This is an optimization exercise on Yosys and OpenROAD, whose aim is small area, not a production implementation.
The RTL was checked by simulation tests, not by an equivalence proof against the original design.
The clock input has no modelled driver; a real chip could not lean on it and would need a root buffer or a full tree.
Power figures rest on the tool's default switching activity, not on a simulated workload.

==> v33 <==
==> flow/design.v (excerpt) <==
module washingmachine_top (
	clk,
	rst_n,
	i_start_n,
	i_water_full_n,
	i_acc_n,
	o_state,
	o_index_n,
	o_seg_n,
	o_lsb
);
==> flow/config.mk <==
export PLATFORM = sky130hd
export DESIGN_NAME = washingmachine_top
export DESIGN_NICKNAME = washingmachine_top
export VERILOG_FILES = /design/flow/design.v
export SDC_FILE = /design/flow/constraint.sdc
export NUM_CORES = 4
export LEC_CHECK = 0
export CAP_MARGIN = 5
export CORE_MARGIN = 2
export CORE_UTILIZATION = 40
export GPL_TIMING_DRIVEN = 0
export SLEW_MARGIN = 5
==> flow/constraint.sdc <==
create_clock -name core_clock -period 20.0 [get_ports {clk}]
set_input_delay 4.0000 -clock core_clock [delete_from_list [all_inputs] [get_ports {clk}]]
set_output_delay 4.0000 -clock core_clock [all_outputs]
set_load 0.01 [all_outputs]
standard.sh (not shown) runs the stock make flow with config.mk's settings and CLKGATE_MAP_FILE= SYNTH_SCRIPT=/design/flow/synth_recipe.tcl, a recipe that flattens the netlist after the stock synthesis.
==> flow/flow/run.sh <==
#!/bin/bash
# Own layout flow: the standard layout (standard.sh) with these changes:
#  - synthesis runs flow/synth.tcl: the standard synthesis script with
#    area-oriented abc scripts (flow/abc_*.abc, the smallest result is kept)
#    and no half/full adder cell extraction (registers, their names and cell
#    types are unchanged);
#  - port buffers are the smallest buffer cell (buf_1);
set -euo pipefail
W=$(pwd)
CTS_ARGS=$(cat flow/cts_args)
sed -e "s#SYNTH_SCRIPT=[^ ]*synth_recipe.tcl#SYNTH_SCRIPT=$W/flow/synth.tcl 'BUFFER_PORTS_ARGS=-buffer_cell sky130_fd_sc_hd__buf_1' 'CTS_ARGS=$CTS_ARGS' POST_CTS_TCL=$W/flow/post_cts.tcl#" standard.sh > own_standard.sh
grep -q "SYNTH_SCRIPT=$W/flow/synth.tcl" own_standard.sh
bash own_standard.sh > own_flow.log 2>&1
==> flow/flow/abc_c2s1.abc <==
strash
&get -n
&deepsyn -T 60 -S 1
&dch -f
&nf -a -R 1000
&put
topo
==> flow/flow/abc_c2s2.abc <==
strash
&get -n
&deepsyn -T 60 -S 2
&dch -f
&nf -a -R 1000
&put
topo
==> flow/flow/abc_c2s3.abc <==
strash
&get -n
&deepsyn -T 60 -S 3
&dch -f
&nf -a -R 1000
&put
topo
==> flow/flow/abc_c2s4.abc <==
strash
&get -n
&deepsyn -T 60 -S 4
&dch -f
&nf -a -R 1000
&put
topo
==> flow/flow/abc_d3s1.abc <==
strash
&get -n
&deepsyn -T 60 -S 1
&dch -f
&nf -a -R 1000
&put
strash
&get -n
&dch -f
&nf -a -R 1000
&put
topo
==> flow/flow/abc_d3s2.abc <==
strash
&get -n
&deepsyn -T 60 -S 2
&dch -f
&nf -a -R 1000
&put
strash
&get -n
&dch -f
&nf -a -R 1000
&put
topo
==> flow/flow/abc_d3s3.abc <==
strash
&get -n
&deepsyn -T 60 -S 3
&dch -f
&nf -a -R 1000
&put
strash
&get -n
&dch -f
&nf -a -R 1000
&put
topo
==> flow/flow/abc_d3s4.abc <==
strash
&get -n
&deepsyn -T 60 -S 4
&dch -f
&nf -a -R 1000
&put
strash
&get -n
&dch -f
&nf -a -R 1000
&put
topo
==> flow/flow/post_cts.tcl <==
set block [ord::get_db_block]
set root [$block findInst clkbuf_0_clk]
if {$root ne "NULL" && $root ne ""} {
  set in_net [[$root findITerm A] getNet]
  set out_net [[$root findITerm X] getNet]
  set loads {}
  foreach it [$out_net getITerms] {
    if {[[$it getInst] getName] ne [$root getName]} { lappend loads $it }
  }
  if {[llength $loads] <= 4 && [llength [$in_net getITerms]] == 1} {
    foreach it $loads { $it disconnect; $it connect $in_net }
    odb::dbInst_destroy $root
    odb::dbNet_destroy $out_net
    puts "own flow: removed clock root buffer, clock port drives [llength $loads] leaf buffers"
  } else {
    puts "own flow: clock root buffer kept ([llength $loads] loads)"
  }
}
==> flow/flow/synth.tcl <==
proc synth {args} { yosys synth -nofsm -noshare {*}$args }
proc extract_fa {args} { puts "own flow: extract_fa skipped, adders go to abc" }
set ::own_dir [file dirname [file normalize [info script]]]
proc own_area {libs} {
  set s [tee -q -s result.string stat {*}$libs]
  if {[regexp {Chip area for (?:module|top module) [^:]*:\s*([0-9.]+)} $s -> a]} { return $a }
  return 1e18
}
proc abc {args} {
  set i [lsearch -exact $args -script]
  set libs {}
  for {set j 0} {$j < [llength $args]} {incr j} {
    if {[lindex $args $j] eq "-liberty"} { lappend libs -liberty [lindex $args [expr {$j + 1}]] }
  }
  design -save own_pre_abc
  set best 1e18
  foreach script [lsort [glob [file join $::own_dir abc_*.abc]]] {
    design -load own_pre_abc
    set a2 [lreplace $args $i [expr {$i + 1}] -script $script]
    puts "own flow: abc $a2"
    yosys abc {*}$a2
    set a [own_area $libs]
    puts "own flow: [file tail $script] area $a"
    if {$a < $best} { set best $a; design -save own_best_abc }
  }
  design -load own_best_abc
  puts "own flow: kept abc result with area $best"
}
source $::env(SCRIPTS_DIR)/synth.tcl
# left out here: clear keep_hierarchy, flatten, clean up, hide names made inside functions, write 1_2_yosys.v
Other scripts of this flow, unchanged in this note and not shown: flow/flow/cts_args
==> inputs of v26, as changes to v33 <==
--- a/flow/design.v
+++ b/flow/design.v
@@ -56,32 +56,32 @@
 reg [3:0] s1;       
 reg [2:0] s10;      
 reg [3:0] m;        
 reg [1:0] p;        
 reg [3:0] number;   
 wire s_idle = (~st[2] & ~st[1]);
 wire s_water = (~st[2] & st[1] & ~st[0]);
-wire s_rinse = (st[2] & st[1] & ~st[0]);
+wire s_rinse = (~st[2] & st[1] & st[0]);
 wire s_drain = (st[2] & ~st[1] & ~st[0]);
 wire s_dry = (st[2] & ~st[1] & st[0]);
-wire s_alert = (st[1] & st[0]);
+wire s_alert = (st[2] & st[1]);
 wire run = (st[1] & st[0]) | (st[2]);
-wire tw = (~st[2] & st[0]);
+wire tw = (~st[2] & ~st[1] & st[0]) | (st[2] & st[1] & st[0]);
 wire [2:0] st_nx;
-assign st_nx[0] = (pend & ~st[1]) | (~st[2] & st[1] & st[0]) | (~pend & st[2] & st[0]);
+assign st_nx[0] = (~pend & st[2] & st[0]) | (pend & ~st[1] & ~st[0]) | (st[2] & st[1] & st[0]) | (~pend & st[1] & st[0]) | (~pend & st[2] & st[1]) | (~pend & ~i_water_full_n & st[1]);
 assign st_nx[1] = (~pend & st[1]) | (pend & ~st[1] & st[0]) | (~pend & ~i_start_n & ~st[2]);
-assign st_nx[2] = (~i_water_full_n & st[1] & ~st[0]) | (st[2] & ~st[1]) | (st[2] & ~st[0]);
+assign st_nx[2] = (~pend & st[2]) | (pend & ~st[2]) | (st[2] & ~st[1]);
 wire t9 = (t[3] & t[0]);
 wire pend = (t[3] & t[1]);
 wire s19 = (s1[3] & s1[0]);
 wire s105 = (s10[2] & s10[0]);
 wire s10is3 = (s10[1] & s10[0]);
 wire s10is1 = (~s10[2] & ~s10[1] & s10[0]);
-wire m10 = (m[3] & m[2]);
-wire m5 = (~m[3] & m[2] & ~m[1] & m[0]);
+wire m10 = (m[3] & m[1]);
+wire m5 = (m[2] & ~m[1] & m[0]);
 wire at_limit = (s_rinse & m10) | (s_drain & s10is3) | (s_dry & m5) | (s_alert & s10is1);
 wire clr = ~run | (tick & at_limit);
 wire c1 = tick & t9;
 wire c2 = c1 & s19;
 wire c3 = c2 & s105;
 wire [3:0] t_nx;
 assign t_nx[0] = (~at_limit & tick & run & ~t[0]) | (~tick & run & t[0]);
@@ -94,38 +94,35 @@
 assign s1_nx[2] = (c1 & ~clr & ~s1[2] & s1[1] & s1[0]) | (~c1 & ~clr & s1[2]) | (~clr & s1[2] & ~s1[1]) | (~clr & s1[2] & ~s1[0]);
 assign s1_nx[3] = (~c1 & ~clr & s1[3]) | (~clr & s1[3] & ~s1[0]) | (c1 & ~clr & s1[2] & s1[1] & s1[0]);
 wire [2:0] s10_nx;
 assign s10_nx[0] = (c2 & ~clr & ~s10[0]) | (~c2 & ~clr & s10[0]);
 assign s10_nx[1] = (~clr & s10[1] & ~s10[0]) | (c2 & ~clr & ~s10[2] & ~s10[1] & s10[0]) | (~c2 & ~clr & s10[1]);
 assign s10_nx[2] = (~clr & s10[2] & ~s10[0]) | (c2 & ~clr & s10[1] & s10[0]) | (~c2 & ~clr & s10[2]);
 wire [3:0] m_nx;
-assign m_nx[0] = (c3 & ~clr & ~m[0]) | (~c3 & ~clr & m[0]) | (c3 & ~clr & m[3] & ~m[2]);
-assign m_nx[1] = (c3 & ~clr & ~m[3] & ~m[1] & m[0]) | (~c3 & ~clr & m[1]) | (~clr & m[1] & ~m[0]);
-assign m_nx[2] = (c3 & ~clr & ~m[2] & m[1] & m[0]) | (~c3 & ~clr & m[2]) | (c3 & ~clr & m[3] & ~m[2] & m[0]) | (~clr & ~m[3] & m[2] & ~m[1]) | (~clr & m[2] & ~m[0]);
-assign m_nx[3] = (c3 & ~clr & m[2] & m[1] & m[0]) | (~clr & m[3] & ~m[2]) | (~c3 & ~clr & m[3]);
+assign m_nx[0] = (~c3 & ~clr & m[0]) | (c3 & ~clr & ~m[3] & ~m[0]) | (c3 & ~clr & ~m[1] & ~m[0]);
+assign m_nx[1] = (c3 & ~clr & ~m[1] & m[0]) | (~c3 & ~clr & m[1]) | (~clr & ~m[3] & m[1] & ~m[0]);
+assign m_nx[2] = (c3 & ~clr & ~m[2] & m[1] & m[0]) | (~c3 & ~clr & m[2]) | (~clr & m[2] & ~m[1]) | (~clr & m[2] & ~m[0]);
+assign m_nx[3] = (~clr & m[3] & ~m[1]) | (~c3 & ~clr & m[3]) | (c3 & ~clr & m[2] & m[1] & m[0]);
 wire [3:0] d_s10;
 assign d_s10[0] = (s10[0]);
 assign d_s10[1] = (s10[1]);
 assign d_s10[2] = (s10[2]);
 assign d_s10[3] = 1'b0;
 wire [3:0] d_m0;
-assign d_m0[0] = (~m[3] & m[0]) | (~m[2] & m[0]);
-assign d_m0[1] = (m[1]);
-assign d_m0[2] = (~m[3] & m[2]);
-assign d_m0[3] = (m[3] & ~m[2]);
+assign d_m0[0] = (m[0]);
+assign d_m0[1] = (~m[3] & m[1]);
+assign d_m0[2] = (m[2]);
+assign d_m0[3] = (m[3] & ~m[1]);
 wire [3:0] d_m1;
-assign d_m1[0] = (m[3] & m[2]);
+assign d_m1[0] = (m[3] & m[1]);
 assign d_m1[1] = 1'b0;
 assign d_m1[2] = 1'b0;
 assign d_m1[3] = 1'b0;
 wire started = (~number[3]) | (~number[1]);
 wire [1:0] pn = started ? {p[0], ~p[1]} : 2'b00;
-wire [1:0] p_nx;
-assign p_nx[0] = (~scan & p[0]) | (started & scan & ~p[1]);
-assign p_nx[1] = (~scan & p[1]) | (started & scan & p[0]);
 wire [3:0] index = {4{started}} & {p == 2'b10, p == 2'b11, p == 2'b01, p == 2'b00};
 wire [3:0] num_nx = (pn == 2'b00) ? s1 : (pn == 2'b01) ? d_s10 : (pn == 2'b11) ? d_m0 : d_m1;
 wire [6:0] seg_t;
 assign seg_t[0] = (t[2] & ~t[1]) | (t[3] & ~t[1]) | (~t[3] & ~t[2] & t[1]) | (t[2] & ~t[0]);
 assign seg_t[1] = (~t[1] & ~t[0]) | (t[3]) | (t[2] & ~t[1]) | (t[2] & ~t[0]);
 assign seg_t[2] = (~t[2] & ~t[0]) | (t[1] & ~t[0]);
 assign seg_t[3] = (~t[2] & ~t[0]) | (t[3]) | (~t[2] & t[1]) | (t[2] & ~t[1] & t[0]) | (t[1] & ~t[0]);
@@ -149,15 +146,16 @@
 		st <= st_nx;
 		t <= t_nx;
 		if (scan)
 			number <= num_nx;
 	end
 end
 always @(posedge clk)
-	p <= p_nx;
+	if (scan)
+		p <= pn;
 always @(posedge clk) begin
 	s1 <= s1_nx;
 	s10 <= s10_nx;
 	m <= m_nx;
 end
 assign o_state = ~{s_alert, s_dry, s_drain, s_rinse, s_water, s_idle};
 assign o_index_n = ~index;
==> flow/flow/run.sh (replaced) <==
#!/bin/bash
# Own layout flow: the standard layout (standard.sh) with these changes:
#  - synthesis runs flow/synth.tcl: the standard synthesis script with an
#    area-oriented abc script and no half/full adder cell extraction
#    (registers, their names and cell types are unchanged);
#  - port buffers are the smallest buffer cell (buf_1);
#  - clock tree synthesis uses the arguments in flow/cts_args (no dummy loads).
# Each tool's output goes to a log file in this folder (own_flow.log, and
# ORFS's own logs under orfs/logs).
set -euo pipefail
W=$(pwd)
CTS_ARGS=$(cat flow/cts_args)
sed -e "s#SYNTH_SCRIPT=[^ ]*synth_recipe.tcl#SYNTH_SCRIPT=$W/flow/synth.tcl 'BUFFER_PORTS_ARGS=-buffer_cell sky130_fd_sc_hd__buf_1' 'CTS_ARGS=$CTS_ARGS'#" standard.sh > own_standard.sh
grep -q "SYNTH_SCRIPT=$W/flow/synth.tcl" own_standard.sh
bash own_standard.sh > own_flow.log 2>&1
==> flow/flow/area.abc (new file) <==
strash
&get -n
&deepsyn -T 60
&dch -f
&nf -a -R 1000
&put
topo
==> flow/flow/synth.tcl (replaced) <==
proc synth {args} { yosys synth -nofsm -noshare {*}$args }
proc extract_fa {args} { puts "own flow: extract_fa skipped, adders go to abc" }
set ::own_abc_script [file join [file dirname [file normalize [info script]]] area.abc]
proc abc {args} {
  set i [lsearch -exact $args -script]
  if {$i >= 0} {
    set args [lreplace $args $i [expr {$i + 1}] -script $::own_abc_script]
  }
  puts "own flow: abc $args"
  yosys abc {*}$args
}
source $::env(SCRIPTS_DIR)/synth.tcl
# left out here: clear keep_hierarchy, flatten, clean up, hide names made inside functions, write 1_2_yosys.v
CAP_MARGIN = 20   (was 5)
GPL_TIMING_DRIVEN = unset   (was 0)
SLEW_MARGIN = 20   (was 5)
removed: flow/flow/abc_c2s1.abc
removed: flow/flow/abc_c2s2.abc
removed: flow/flow/abc_c2s3.abc
removed: flow/flow/abc_c2s4.abc
removed: flow/flow/abc_d3s1.abc
removed: flow/flow/abc_d3s2.abc
removed: flow/flow/abc_d3s3.abc
removed: flow/flow/abc_d3s4.abc
removed: flow/flow/post_cts.tcl
==> run notes <==
metric                                                       v33          v26
Core Area                                               3720 µm²     3740 µm²
Fraction of standard cell area in multi-input logic        0.412        0.401
Worst-case vdd ir drop                               0.0000752 V  0.0000771 V
Clock tree buffer count of the final layout                    4            5
Buffering overhead                                        0.0620       0.0640
Slew at the pin with the worst max-slew slack            1.16 ns     0.572 ns
Post-Synth XOR/XNOR Area                                  0.0169       0.0276
Relative area change from synthesis to final layout        12.8%        13.4%
Footprint of the multi-input gates                       724 µm²      721 µm²
Outcome                                 timing/DRC/antenna clean  timing/DRC/antenna clean
Flip-flop and latch area                                 803 µm²      823 µm²
Die X-Extent                                             66.4 µm      67.0 µm
Global-route wire length before repair                   5.69 mm      5.80 mm
Multiplexer area fraction after synthesis                 0.0145      0.00710
Simple-gate portion of the synthesized area                0.257        0.265

re-timing with driven ports:
The results above use ideal ports. As a check the final layouts listed here were re-extracted and re-timed, cells and wires unchanged.
Step 1: set_driving_cell puts a clkbuf_16 on clk and a buf_2 on each other input, an assumption about the parent block.
Step 2 times the ports against the registers' clock, not the clock port: input delays grow and output delays shrink by t, the midpoint of the rising clock arrivals with the driver on.
Slacks: ideal / step 1 / step 2; pairs: ideal / step 1.
run | shift t [ns] | setup slack, ns | hold slack, ns
v33 | 0.198 | 14.514 / 14.475 / 14.673 | 0.362 / 0.362 / 0.362
v26 | 0.349 | 14.212 / 14.189 / 14.537 | 0.353 / 0.353 / 0.353
After both steps setup and hold are still met in every run listed.
